Background: an optimization exercise with open tools, aiming at a short achievable clock period and few clock cycles. Do not read the settings as production practice. Only simulation tests tie the RTL to the original design; equivalence was not proved.

==> run a: inputs <==
==> flow/design.v <==
module cpu(
    input clk,
    input reset,
    output [7:0] address,
    input [7:0] from_memory,
    output write,
    output [7:0] to_memory
);
    localparam K = 4;
    reg [7:0]   A;           
    reg [255:0] oh;          
    reg         s_b1, s_b2, s_wr;    
    reg [7:0]   R [0:15];
    reg         Z;
    reg         i_ld, i_alu, i_id, i_inc;
    reg [2:0]   i_aop;
    reg [15:0]  i_xoh;
    reg         rd_v, rd_z, rd_imm_sel;
    reg [5:0]   rd_op;       
    reg [15:0]  rd_xoh, rd_yoh;
    reg [7:0]   rd_imm;
    reg         ex_v, ex_z;
    reg [5:0]   ex_op;
    reg [15:0]  ex_xoh;
    reg [7:0]   ea, eb;      
    wire       cin = ex_op[1];
    wire [7:0] g0 = ea & eb, p0 = ea ^ eb;
    reg  [7:0] G1, P1, G2, P2, G3, P3;
    integer t;
    always @* begin
        for (t = 0; t < 8; t = t + 1) begin
            if (t % 2 == 1) begin G1[t] = g0[t] | (p0[t] & g0[t-1]); P1[t] = p0[t] & p0[t-1]; end
            else            begin G1[t] = g0[t]; P1[t] = p0[t]; end
        end
        for (t = 0; t < 8; t = t + 1) begin
            if (t % 4 >= 2) begin G2[t] = G1[t] | (P1[t] & G1[(t/4)*4+1]); P2[t] = P1[t] & P1[(t/4)*4+1]; end
            else            begin G2[t] = G1[t]; P2[t] = P1[t]; end
        end
        for (t = 0; t < 8; t = t + 1) begin
            if (t >= 4) begin G3[t] = G2[t] | (P2[t] & G2[3]); P3[t] = P2[t] & P2[3]; end
            else        begin G3[t] = G2[t]; P3[t] = P2[t]; end
        end
    end
    wire [7:0] carry = {G3[6:0] | (P3[6:0] & {7{cin}}), cin};
    wire [7:0] sum = p0 ^ carry;
    wire [7:0] res = ({8{ex_op[0] | ex_op[1]}} & sum) |
                     ({8{ex_op[2]}} & g0) |
                     ({8{ex_op[3]}} & (ea | eb)) |
                     ({8{ex_op[4]}} & p0) |
                     ({8{ex_op[5]}} & eb);
    wire [7:0] zt = {ea[6:0] | eb[6:0], cin};
    wire z_new = ((ex_op[0] | ex_op[1]) & (&(p0 ~^ zt))) |
                 (ex_op[2] & ~|g0) |
                 (ex_op[3] & ~|(ea | eb)) |
                 (ex_op[4] & ~|p0);
    wire z_eff = (ex_v && ex_z) ? z_new : Z;
    reg [7:0] ra, rb;
    integer q;
    always @* begin
        ra = 8'd0; rb = 8'd0;
        for (q = 0; q < 16; q = q + 1) begin
            ra = ra | ({8{rd_xoh[q]}} & R[q]);
            rb = rb | ({8{rd_yoh[q]}} & R[q]);
        end
    end
    wire       fwd_a = ex_v & |(ex_xoh & rd_xoh);
    wire       fwd_b = ex_v & |(ex_xoh & rd_yoh);
    wire [7:0] a_val = fwd_a ? res : ra;
    wire [7:0] b_val = rd_imm_sel ? rd_imm : (fwd_b ? res : rb);
    assign address   = A;
    wire wr_haz = s_wr & ex_v & |(ex_xoh & rd_xoh);
    assign write     = s_wr & ~wr_haz;
    assign to_memory = ra;       
    wire       in_ram = (A >= 8'h80) && (A < 8'hE0);
    wire [7:0] byte_now = (s_wr && in_ram) ? ra : from_memory;
    function isnop(input [7:0] o);
        isnop = !((o == 8'h80) || (o[7:4] == 4'h9) || (o[7:4] == 4'hA) ||
                  (o[7:4] == 4'h2 && (o[2:0] == 3'd0 || o[2:0] == 3'd3 || o[2:0] == 3'd4)));
    endfunction
    wire nop_now = isnop(byte_now);
    wire [7:0]   cd [0:255];
    wire [255:0] cv, cn;        
    genvar g;
    generate
        for (g = 0; g < 256; g = g + 1) begin : shadow
            if (g >= 224 && g < 240) begin : zero
                assign cd[g] = 8'h00;
                assign cv[g] = 1'b1;
                assign cn[g] = 1'b1;
            end else begin : ent
                reg [7:0] d;
                reg v, n;
                always @(posedge clk) if (oh[g]) d <= byte_now;
                always @(posedge clk or negedge reset)
                    if (!reset) begin
                        v <= 1'b0; n <= 1'b0;
                    end else if (oh[g] & ~wr_haz) begin
                        v <= 1'b1; n <= nop_now;
                    end
                assign cd[g] = d;
                assign cv[g] = v;
                assign cn[g] = n;
            end
        end
    endgenerate
    reg [7:0] b1c, b2c;
    reg       b1v, b2v;
    reg [K:1] sk;
    integer e, mm;
    always @* begin
        b1c = 8'd0; b2c = 8'd0; b1v = 1'b0; b2v = 1'b0; sk = {K{1'b0}};
        for (e = 0; e < 256; e = e + 1) begin
            b1c = b1c | ({8{oh[e]}} & cd[(e + 1) & 255]);
            b2c = b2c | ({8{oh[e]}} & cd[(e + 2) & 255]);
            b1v = b1v | (oh[e] & cv[(e + 1) & 255]);
            b2v = b2v | (oh[e] & cv[(e + 2) & 255]);
            for (mm = 1; mm <= K; mm = mm + 1)
                sk[mm] = sk[mm] | (oh[e] & cn[(e + 3 * mm) & 255]);
        end
    end
    function [7:0] zadj(input [7:0] a);
        if (a[7:4] == 4'hE)
            case (a[3:0])
                4'd0, 4'd3, 4'd6, 4'd9, 4'd12, 4'd15: zadj = 8'hF2;
                4'd1, 4'd4, 4'd7, 4'd10, 4'd13:       zadj = 8'hF0;
                default:                              zadj = 8'hF1;
            endcase
        else
            zadj = a;
    endfunction
    function [255:0] rot(input [255:0] v, input integer n);
        rot = (v << n) | (v >> (256 - n));
    endfunction
    reg [K:0] nsel;
    integer u;
    reg run;
    always @* begin
        run = 1'b1;
        for (u = 0; u <= K; u = u + 1) begin
            if (u == K) nsel[u] = run;
            else begin
                nsel[u] = run & ~sk[u+1];
                run = run & sk[u+1];
            end
        end
    end
    reg [7:0]   nxt_a;
    reg [255:0] nxt_oh;
    always @* begin
        nxt_a = 8'd0; nxt_oh = 256'd0;
        for (u = 0; u <= K; u = u + 1) begin
            nxt_a  = nxt_a  | ({8{nsel[u]}} & (A + 8'd3 * u + 8'd3));
            nxt_oh = nxt_oh | ({256{nsel[u]}} & rot(oh, 3 * u + 3));
        end
    end
    wire [7:0]   tgt_a  = zadj({R[0][6:0], 1'b0});
    wire [255:0] tgt_oh = 256'd1 << tgt_a;
    wire s_op   = ~(s_b1 | s_b2 | wr_haz);   
    wire [7:0] op = byte_now;
    wire k_ld   = (op == 8'h80);
    wire k_alu  = (op[7:4] == 4'h9);
    wire k_la   = k_ld | k_alu;
    wire k_id   = (op[7:4] == 4'hA);
    wire k_bx   = (op[7:4] == 4'h2);
    wire k_bra  = k_bx & (op[2:0] == 3'd0);
    wire k_bne  = k_bx & (op[2:0] == 3'd3);
    wire k_beq  = k_bx & (op[2:0] == 3'd4);
    wire k_nop  = ~(k_la | k_id | k_bra | k_bne | k_beq);
    wire stall_r0  = (rd_v & rd_xoh[0]) | (ex_v & ex_xoh[0]);
    wire stall_any = stall_r0 | (rd_v & rd_z);
    wire la_nxt = b1v & b2v;
    wire la_a2  = b1v & ~b2v;
    wire la_a1  = ~b1v;
    wire id_a3  = b1v;
    wire bne_tgt = ~stall_any & ~z_eff;
    wire beq_tgt = ~stall_any &  z_eff;
    wire sel_stay = wr_haz | s_op & ((k_bra & stall_r0) | ((k_bne | k_beq) & stall_any));
    wire sel_tgt  = s_op & ((k_bra & ~stall_r0) | (k_bne & bne_tgt) | (k_beq & beq_tgt));
    wire sel_nxt  = s_op & (k_nop | (k_la & la_nxt) | (k_bne & ~stall_any & z_eff) |
                            (k_beq & ~stall_any & ~z_eff));
    wire b1_b2    = s_b1 & ~i_id & ~b1v;             
    wire sel_a1   = (s_op & ((k_la & la_a1) | (k_id & ~id_a3))) | s_b2 | b1_b2;
    wire sel_a2   = (s_op & k_la & la_a2) | (s_b1 & ~b1_b2);
    wire sel_a3   = s_op & k_id & id_a3;
    wire [7:0] a_next =
        ({8{sel_stay}} & A) |
        ({8{sel_tgt}}  & tgt_a) |
        ({8{sel_nxt}}  & nxt_a) |
        ({8{sel_a1}}   & (A + 8'd1)) |
        ({8{sel_a2}}   & (A + 8'd2)) |
        ({8{sel_a3}}   & (A + 8'd3));
    wire [255:0] oh_next =
        ({256{sel_stay}} & oh) |
        ({256{sel_tgt}}  & tgt_oh) |
        ({256{sel_nxt}}  & nxt_oh) |
        ({256{sel_a1}}   & rot(oh, 1)) |
        ({256{sel_a2}}   & rot(oh, 2)) |
        ({256{sel_a3}}   & rot(oh, 3));
    function [5:0] aluop(input [2:0] f);
        case (f)
            3'd1: aluop = 6'b000010;
            3'd2: aluop = 6'b000100;
            3'd3: aluop = 6'b001000;
            3'd4: aluop = 6'b010000;
            default: aluop = 6'b000001;
        endcase
    endfunction
    function [15:0] dec4(input [3:0] r);
        dec4 = 16'd1 << r;
    endfunction
    wire is_la_c = s_op & k_la & la_nxt;         
    wire is_id_c = sel_a3;                       
    wire is_id_b = s_b1 & i_id;                  
    wire is_la_b = s_b1 & ~i_id & b1v;           
    wire is_la_2 = s_b2;                         
    wire issue   = is_la_c | is_id_c | is_id_b | is_la_b | is_la_2;
    wire [7:0]  incdec_op = (op == 8'hA0) ? 8'h01 : 8'hFF;
    wire [7:0]  incdec_i  = i_inc ? 8'h01 : 8'hFF;
    wire [15:0] rd_xoh_n = s_b2 ? i_xoh : s_b1 ? dec4(from_memory[3:0]) : dec4(b1c[3:0]);
    wire [15:0] rd_yoh_n = s_b2 ? dec4(from_memory[3:0]) : s_b1 ? dec4(b1c[3:0]) : dec4(b2c[3:0]);
    wire [7:0]  rd_imm_n = s_b2 ? from_memory : s_b1 ? (i_id ? incdec_i : b1c) : (k_id ? incdec_op : b2c);
    wire        rd_imm_sel_n = s_op ? (k_ld | k_id) : (i_ld | i_id);
    wire        rd_z_n = s_op ? (k_alu | k_id) : (i_alu | i_id);
    wire [5:0]  rd_op_n = s_op ? (k_ld ? 6'b100000 : k_id ? 6'b000001 : aluop(op[2:0]))
                               : (i_ld ? 6'b100000 : i_id ? 6'b000001 : aluop(i_aop));
    integer k;
    always @(posedge clk or negedge reset) begin
        if (!reset) begin
            A <= 8'd0; oh <= 256'd1;
            s_b1 <= 1'b0; s_b2 <= 1'b0; s_wr <= 1'b0; Z <= 1'b0;
            i_ld <= 1'b0; i_alu <= 1'b0; i_id <= 1'b0; i_inc <= 1'b0;
            i_aop <= 3'd0; i_xoh <= 16'd0;
            rd_v <= 1'b0; rd_z <= 1'b0; rd_imm_sel <= 1'b0; rd_op <= 6'd0;
            rd_xoh <= 16'd0; rd_yoh <= 16'd0; rd_imm <= 8'd0;
            ex_v <= 1'b0; ex_z <= 1'b0; ex_op <= 6'd0; ex_xoh <= 16'd0;
            ea <= 8'd0; eb <= 8'd0;
            for (k = 0; k < 16; k = k + 1) R[k] <= 8'd0;
        end else begin
            if (ex_v) begin
                for (k = 0; k < 16; k = k + 1)
                    if (ex_xoh[k]) R[k] <= res;
                if (ex_z) Z <= z_new;
            end
            ex_v <= rd_v & ~wr_haz; ex_z <= rd_z; ex_op <= rd_op; ex_xoh <= rd_xoh;
            ea <= a_val;
            eb <= rd_op[1] ? ~b_val : b_val;
            A  <= a_next;
            oh <= oh_next;
            s_b1 <= s_op & ((k_la & la_a1) | (k_id & ~id_a3));
            s_b2 <= (s_op & k_la & la_a2) | b1_b2;
            s_wr <= is_id_c | is_id_b | wr_haz;
            if (s_op) begin
                i_ld <= k_ld; i_alu <= k_alu; i_id <= k_id;
                i_inc <= (op == 8'hA0); i_aop <= op[2:0];
                i_xoh <= dec4(b1c[3:0]);
            end
            if (b1_b2) i_xoh <= dec4(from_memory[3:0]);
            if (!wr_haz) rd_v <= issue;
            if (issue & ~wr_haz) begin
                rd_z <= rd_z_n; rd_xoh <= rd_xoh_n; rd_yoh <= rd_yoh_n;
                rd_imm <= rd_imm_n; rd_imm_sel <= rd_imm_sel_n; rd_op <= rd_op_n;
            end
        end
    end
endmodule
==> flow/run.sh <==
#!/bin/bash
# synth_recipe.tcl (not shown) runs the flow's synth.tcl, then flattens the netlist and writes it again
# the make line also repeats each setting of config.mk as NAME=value (left out here)
make -C /OpenROAD-flow-scripts/flow DESIGN_CONFIG=/design/flow/config.mk WORK_HOME=/design/flow/orfs CLKGATE_MAP_FILE= SYNTH_SCRIPT=/design/flow/synth_recipe.tcl finish
==> flow/config.mk <==
export PLATFORM = sky130hd
export DESIGN_NAME = cpu
export DESIGN_NICKNAME = cpu
export VERILOG_FILES = /design/flow/design.v
export SDC_FILE = /design/flow/constraint.sdc
export NUM_CORES = 4
export LEC_CHECK = 0
export ABC_CLOCK_PERIOD_IN_PS = 2500
export CAP_MARGIN = 20
export CORE_MARGIN = 2
export CORE_UTILIZATION = 30
export GPL_ROUTABILITY_DRIVEN = 1
export PLACE_DENSITY = 0.4
export SETUP_SLACK_MARGIN = 4.0
export SLEW_MARGIN = 20
export TNS_END_PERCENT = 5
==> flow/constraint.sdc <==
create_clock -name core_clock -period 7.0 [get_ports {clk}]
set_input_delay 1.4000 -clock core_clock [delete_from_list [all_inputs] [get_ports {clk}]]
set_output_delay 1.4000 -clock core_clock [all_outputs]
set_load 0.01 [all_outputs]
==> run b: changes against run a <==
==> flow/design.v, changed modules only <==
module cpu(
    input clk,
    input reset,
    output [7:0] address,
    input [7:0] from_memory,
    output write,
    output [7:0] to_memory
);
    localparam K = 4;
    reg [7:0]   A;           
    reg [255:0] oh;          
    reg         s_b1, s_b2, s_wr;    
    reg [7:0]   R [0:15];
    reg         Z;
    reg         i_ld, i_alu, i_id, i_inc;
    reg [2:0]   i_aop;
    reg [15:0]  i_xoh;
    reg         rd_v, rd_z, rd_imm_sel;
    reg [5:0]   rd_op;       
    reg [15:0]  rd_xoh, rd_yoh;
    reg [7:0]   rd_imm;
    reg         ex_v, ex_z;
    reg [5:0]   ex_op;
    reg [15:0]  ex_xoh;
    reg [7:0]   ea, eb;      
    function [15:0] dec4(input [3:0] r);
        dec4 = 16'd1 << r;
    endfunction
    wire       cin = ex_op[1];
    wire [7:0] g0 = ea & eb, p0 = ea ^ eb;
    reg  [7:0] G1, P1, G2, P2, G3, P3;
    integer t;
    always @* begin
        for (t = 0; t < 8; t = t + 1) begin
            if (t % 2 == 1) begin G1[t] = g0[t] | (p0[t] & g0[t-1]); P1[t] = p0[t] & p0[t-1]; end
            else            begin G1[t] = g0[t]; P1[t] = p0[t]; end
        end
        for (t = 0; t < 8; t = t + 1) begin
            if (t % 4 >= 2) begin G2[t] = G1[t] | (P1[t] & G1[(t/4)*4+1]); P2[t] = P1[t] & P1[(t/4)*4+1]; end
            else            begin G2[t] = G1[t]; P2[t] = P1[t]; end
        end
        for (t = 0; t < 8; t = t + 1) begin
            if (t >= 4) begin G3[t] = G2[t] | (P2[t] & G2[3]); P3[t] = P2[t] & P2[3]; end
            else        begin G3[t] = G2[t]; P3[t] = P2[t]; end
        end
    end
    wire [7:0] carry = {G3[6:0] | (P3[6:0] & {7{cin}}), cin};
    wire [7:0] sum = p0 ^ carry;
    wire [7:0] res = ({8{ex_op[0] | ex_op[1]}} & sum) |
                     ({8{ex_op[2]}} & g0) |
                     ({8{ex_op[3]}} & (ea | eb)) |
                     ({8{ex_op[4]}} & p0) |
                     ({8{ex_op[5]}} & eb);
    wire [7:0] zt = {ea[6:0] | eb[6:0], cin};
    wire z_new = ((ex_op[0] | ex_op[1]) & (&(p0 ~^ zt))) |
                 (ex_op[2] & ~|g0) |
                 (ex_op[3] & ~|(ea | eb)) |
                 (ex_op[4] & ~|p0);
    reg [7:0] ra, rb;
    integer q;
    always @* begin
        ra = 8'd0; rb = 8'd0;
        for (q = 0; q < 16; q = q + 1) begin
            ra = ra | ({8{rd_xoh[q]}} & R[q]);
            rb = rb | ({8{rd_yoh[q]}} & R[q]);
        end
    end
    wire       fwd_a = ex_v & |(ex_xoh & rd_xoh);
    wire       fwd_b = ex_v & |(ex_xoh & rd_yoh);
    wire [7:0] a_val = fwd_a ? res : ra;
    wire [7:0] b_val = rd_imm_sel ? rd_imm : (fwd_b ? res : rb);
    wire       rd_fwd = fwd_a | (fwd_b & ~rd_imm_sel);
    wire [15:0] t_oh = dec4(s_b1 ? from_memory[3:0] : b1c[3:0]);
    reg  [7:0]  rt;
    always @* begin
        rt = 8'd0;
        for (q = 0; q < 16; q = q + 1) rt = rt | ({8{t_oh[q]}} & R[q]);
    end
    wire        fwd_t = ex_v & |(ex_xoh & t_oh);
    wire [7:0] nb  = rd_imm_sel ? rd_imm : rb;
    wire [7:0] np  = ra ^ nb;
    wire [7:0] nt  = {ra[6:0] | nb[6:0], 1'b0};
    wire z_rd = (rd_op[0] & (&(np ~^ nt))) |
                ((rd_op[1] | rd_op[4]) & ~|np) |
                (rd_op[2] & ~|(ra & nb)) |
                (rd_op[3] & ~|(ra | nb));
    wire z_eff = (rd_v && rd_z) ? z_rd : (ex_v && ex_z) ? z_new : Z;
    assign address   = A;
    reg  [7:0] tom;              
    assign write     = s_wr;
    assign to_memory = tom;
    wire       in_ram = (A >= 8'h80) && (A < 8'hE0);
    wire [7:0] byte_now = (s_wr && in_ram) ? tom : from_memory;
    function isnop(input [7:0] o);
        isnop = !((o == 8'h80) || (o[7:4] == 4'h9) || (o[7:4] == 4'hA) ||
                  (o[7:4] == 4'h2 && (o[2:0] == 3'd0 || o[2:0] == 3'd3 || o[2:0] == 3'd4)));
    endfunction
    wire nop_now = isnop(byte_now);
    wire [7:0]   cd [0:255];
    wire [255:0] cv, cn;        
    genvar g;
    generate
        for (g = 0; g < 256; g = g + 1) begin : shadow
            if (g >= 224 && g < 240) begin : zero
                assign cd[g] = 8'h00;
                assign cv[g] = 1'b1;
                assign cn[g] = 1'b1;
            end else begin : ent
                reg [7:0] d;
                reg v, n;
                always @(posedge clk) if (oh[g]) d <= byte_now;
                always @(posedge clk or negedge reset)
                    if (!reset) begin
                        v <= 1'b0; n <= 1'b0;
                    end else if (oh[g]) begin
                        v <= 1'b1; n <= nop_now;
                    end
                assign cd[g] = d;
                assign cv[g] = v;
                assign cn[g] = n;
            end
        end
    endgenerate
    reg [7:0] b1c, b2c;
    reg       b1v, b2v;
    reg [K:1] sk;
    integer e, mm;
    always @* begin
        b1c = 8'd0; b2c = 8'd0; b1v = 1'b0; b2v = 1'b0; sk = {K{1'b0}};
        for (e = 0; e < 256; e = e + 1) begin
            b1c = b1c | ({8{oh[e]}} & cd[(e + 1) & 255]);
            b2c = b2c | ({8{oh[e]}} & cd[(e + 2) & 255]);
            b1v = b1v | (oh[e] & cv[(e + 1) & 255]);
            b2v = b2v | (oh[e] & cv[(e + 2) & 255]);
            for (mm = 1; mm <= K; mm = mm + 1)
                sk[mm] = sk[mm] | (oh[e] & cn[(e + 3 * mm) & 255]);
        end
    end
    function [7:0] zadj(input [7:0] a);
        if (a[7:4] == 4'hE)
            case (a[3:0])
                4'd0, 4'd3, 4'd6, 4'd9, 4'd12, 4'd15: zadj = 8'hF2;
                4'd1, 4'd4, 4'd7, 4'd10, 4'd13:       zadj = 8'hF0;
                default:                              zadj = 8'hF1;
            endcase
        else
            zadj = a;
    endfunction
    function [255:0] rot(input [255:0] v, input integer n);
        rot = (v << n) | (v >> (256 - n));
    endfunction
    reg [K:0] nsel;
    integer u;
    reg run;
    always @* begin
        run = 1'b1;
        for (u = 0; u <= K; u = u + 1) begin
            if (u == K) nsel[u] = run;
            else begin
                nsel[u] = run & ~sk[u+1];
                run = run & sk[u+1];
            end
        end
    end
    reg [7:0]   nxt_a;
    reg [255:0] nxt_oh;
    always @* begin
        nxt_a = 8'd0; nxt_oh = 256'd0;
        for (u = 0; u <= K; u = u + 1) begin
            nxt_a  = nxt_a  | ({8{nsel[u]}} & (A + 8'd3 * u + 8'd3));
            nxt_oh = nxt_oh | ({256{nsel[u]}} & rot(oh, 3 * u + 3));
        end
    end
    wire [7:0]   tgt_a  = zadj({R[0][6:0], 1'b0});
    wire [255:0] tgt_oh = 256'd1 << tgt_a;
    wire s_op   = ~(s_b1 | s_b2);            
    wire [7:0] op = byte_now;
    wire k_ld   = (op == 8'h80);
    wire k_alu  = (op[7:4] == 4'h9);
    wire k_la   = k_ld | k_alu;
    wire k_id   = (op[7:4] == 4'hA);
    wire k_bx   = (op[7:4] == 4'h2);
    wire k_bra  = k_bx & (op[2:0] == 3'd0);
    wire k_bne  = k_bx & (op[2:0] == 3'd3);
    wire k_beq  = k_bx & (op[2:0] == 3'd4);
    wire k_nop  = ~(k_la | k_id | k_bra | k_bne | k_beq);
    wire stall_r0  = (rd_v & rd_xoh[0]) | (ex_v & ex_xoh[0]);
    wire stall_any = stall_r0 | (rd_v & rd_z & rd_fwd);
    wire la_nxt = b1v & b2v;
    wire la_a2  = b1v & ~b2v;
    wire la_a1  = ~b1v;
    wire bne_tgt = ~stall_any & ~z_eff;
    wire beq_tgt = ~stall_any &  z_eff;
    wire sel_stay = s_op & ((k_bra & stall_r0) | ((k_bne | k_beq) & stall_any));
    wire sel_tgt  = s_op & ((k_bra & ~stall_r0) | (k_bne & bne_tgt) | (k_beq & beq_tgt));
    wire sel_nxt  = s_op & (k_nop | (k_la & la_nxt) | (k_bne & ~stall_any & z_eff) |
                            (k_beq & ~stall_any & ~z_eff));
    wire b1_b2    = s_b1 & ~i_id & ~b1v;             
    wire id_a3    = b1v & ~rd_v;
    wire sel_a1   = (s_op & ((k_la & la_a1) | (k_id & ~id_a3))) | s_b2 | b1_b2;
    wire sel_a3   = s_op & k_id & id_a3;
    wire sel_a2   = (s_op & k_la & la_a2) | (s_b1 & ~b1_b2);
    wire [7:0] a_next =
        ({8{sel_stay}} & A) |
        ({8{sel_tgt}}  & tgt_a) |
        ({8{sel_nxt}}  & nxt_a) |
        ({8{sel_a1}}   & (A + 8'd1)) |
        ({8{sel_a2}}   & (A + 8'd2)) |
        ({8{sel_a3}}   & (A + 8'd3));
    wire [255:0] oh_next =
        ({256{sel_stay}} & oh) |
        ({256{sel_tgt}}  & tgt_oh) |
        ({256{sel_nxt}}  & nxt_oh) |
        ({256{sel_a1}}   & rot(oh, 1)) |
        ({256{sel_a2}}   & rot(oh, 2)) |
        ({256{sel_a3}}   & rot(oh, 3));
    function [5:0] aluop(input [2:0] f);
        case (f)
            3'd1: aluop = 6'b000010;
            3'd2: aluop = 6'b000100;
            3'd3: aluop = 6'b001000;
            3'd4: aluop = 6'b010000;
            default: aluop = 6'b000001;
        endcase
    endfunction
    wire is_la_c = s_op & k_la & la_nxt;         
    wire is_id_b = s_b1 & i_id;                  
    wire is_la_b = s_b1 & ~i_id & b1v;           
    wire is_la_2 = s_b2;                         
    wire is_id_c = sel_a3;                       
    wire issue   = is_la_c | is_id_c | is_id_b | is_la_b | is_la_2;
    wire [7:0]  incdec_op = (op == 8'hA0) ? 8'h01 : 8'hFF;
    wire [7:0]  incdec_i  = i_inc ? 8'h01 : 8'hFF;
    wire [15:0] rd_xoh_n = s_b2 ? i_xoh : s_b1 ? dec4(from_memory[3:0]) : dec4(b1c[3:0]);
    wire [15:0] rd_yoh_n = s_b2 ? dec4(from_memory[3:0]) : s_b1 ? dec4(b1c[3:0]) : dec4(b2c[3:0]);
    wire [7:0]  rd_imm_n = s_b2 ? from_memory : s_b1 ? (i_id ? incdec_i : b1c) : (k_id ? incdec_op : b2c);
    wire        rd_imm_sel_n = s_op ? (k_ld | k_id) : (i_ld | i_id);
    wire        rd_z_n = s_op ? (k_alu | k_id) : (i_alu | i_id);
    wire [5:0]  rd_op_n = s_op ? (k_ld ? 6'b100000 : k_id ? 6'b000001 : aluop(op[2:0]))
                               : (i_ld ? 6'b100000 : i_id ? 6'b000001 : aluop(i_aop));
    integer k;
    always @(posedge clk or negedge reset) begin
        if (!reset) begin
            A <= 8'd0; oh <= 256'd1;
            s_b1 <= 1'b0; s_b2 <= 1'b0; s_wr <= 1'b0; Z <= 1'b0;
            i_ld <= 1'b0; i_alu <= 1'b0; i_id <= 1'b0; i_inc <= 1'b0;
            i_aop <= 3'd0; i_xoh <= 16'd0;
            rd_v <= 1'b0; rd_z <= 1'b0; rd_imm_sel <= 1'b0; rd_op <= 6'd0;
            rd_xoh <= 16'd0; rd_yoh <= 16'd0; rd_imm <= 8'd0;
            ex_v <= 1'b0; ex_z <= 1'b0; ex_op <= 6'd0; ex_xoh <= 16'd0;
            ea <= 8'd0; eb <= 8'd0; tom <= 8'd0;
            for (k = 0; k < 16; k = k + 1) R[k] <= 8'd0;
        end else begin
            if (ex_v) begin
                for (k = 0; k < 16; k = k + 1)
                    if (ex_xoh[k]) R[k] <= res;
                if (ex_z) Z <= z_new;
            end
            ex_v <= rd_v; ex_z <= rd_z; ex_op <= rd_op; ex_xoh <= rd_xoh;
            ea <= a_val;
            eb <= rd_op[1] ? ~b_val : b_val;
            A  <= a_next;
            oh <= oh_next;
            s_b1 <= s_op & ((k_la & la_a1) | (k_id & ~id_a3));
            s_b2 <= (s_op & k_la & la_a2) | b1_b2;
            s_wr <= is_id_b | is_id_c;
            if (is_id_b | is_id_c) tom <= fwd_t ? res : rt;
            if (s_op) begin
                i_ld <= k_ld; i_alu <= k_alu; i_id <= k_id;
                i_inc <= (op == 8'hA0); i_aop <= op[2:0];
                i_xoh <= dec4(b1c[3:0]);
            end
            if (b1_b2) i_xoh <= dec4(from_memory[3:0]);
            rd_v <= issue;
            if (issue) begin
                rd_z <= rd_z_n; rd_xoh <= rd_xoh_n; rd_yoh <= rd_yoh_n;
                rd_imm <= rd_imm_n; rd_imm_sel <= rd_imm_sel_n; rd_op <= rd_op_n;
            end
        end
    end
endmodule
--- a/flow/config.mk
+++ b/flow/config.mk
@@ -7,10 +7,12 @@
 export LEC_CHECK = 0
 export ABC_CLOCK_PERIOD_IN_PS = 2500
 export CAP_MARGIN = 20
+export CELL_PAD_IN_SITES_DETAIL_PLACEMENT = 2
+export CELL_PAD_IN_SITES_GLOBAL_PLACEMENT = 4
 export CORE_MARGIN = 2
-export CORE_UTILIZATION = 30
+export CORE_UTILIZATION = 25
 export GPL_ROUTABILITY_DRIVEN = 1
-export PLACE_DENSITY = 0.4
-export SETUP_SLACK_MARGIN = 4.0
+export PLACE_DENSITY = 0.35
+export SETUP_SLACK_MARGIN = 3.5
 export SLEW_MARGIN = 20
 export TNS_END_PERCENT = 5
==> summary of the runs <==
Run b completed, yet does not pass: antenna violations, max-slew violations. Run a died in global routing on GRT-0232.
Of run a and run b, run b has the higher synthesized area (gap about 1.2%, measured against run b).
Synthesized cell count: run a is larger than run b (about 2%).
Testbench counts of run a, summed over its fixed seeds: cycles 23,098.
Testbench counts of run b, summed over its fixed seeds: cycles 24,262.

## static timing again, ports no longer ideal
The results above use ideal ports. As a check the final layout listed here was re-extracted and re-timed, cells and wires unchanged.
Step 1 sets driving cells, clkbuf_16 on the clock port and buf_2 on the other inputs (assumed; they add their load-dependent delay and slew).
Step 2 adds t to the input delays and takes it off the output delays; t is the mean of the earliest and latest rising clock arrival at the registers after step 1. Input paths then give back, and output paths get back, about the clock's delay inside the block.
Three values: ideal ports, drivers, drivers and shift; two values: the first two.
run: run b
t, ns: 1.238
slack for setup (ns): 1.127 / 1.127 / 1.127
hold slack, ns: 0.199 / 0.201 / 0.371
latest minus earliest clock arrival (ns): 0.099 / 0.098
The setup slack of run b moves by 0.000 ns with the drivers and by 0.000 ns with both steps.
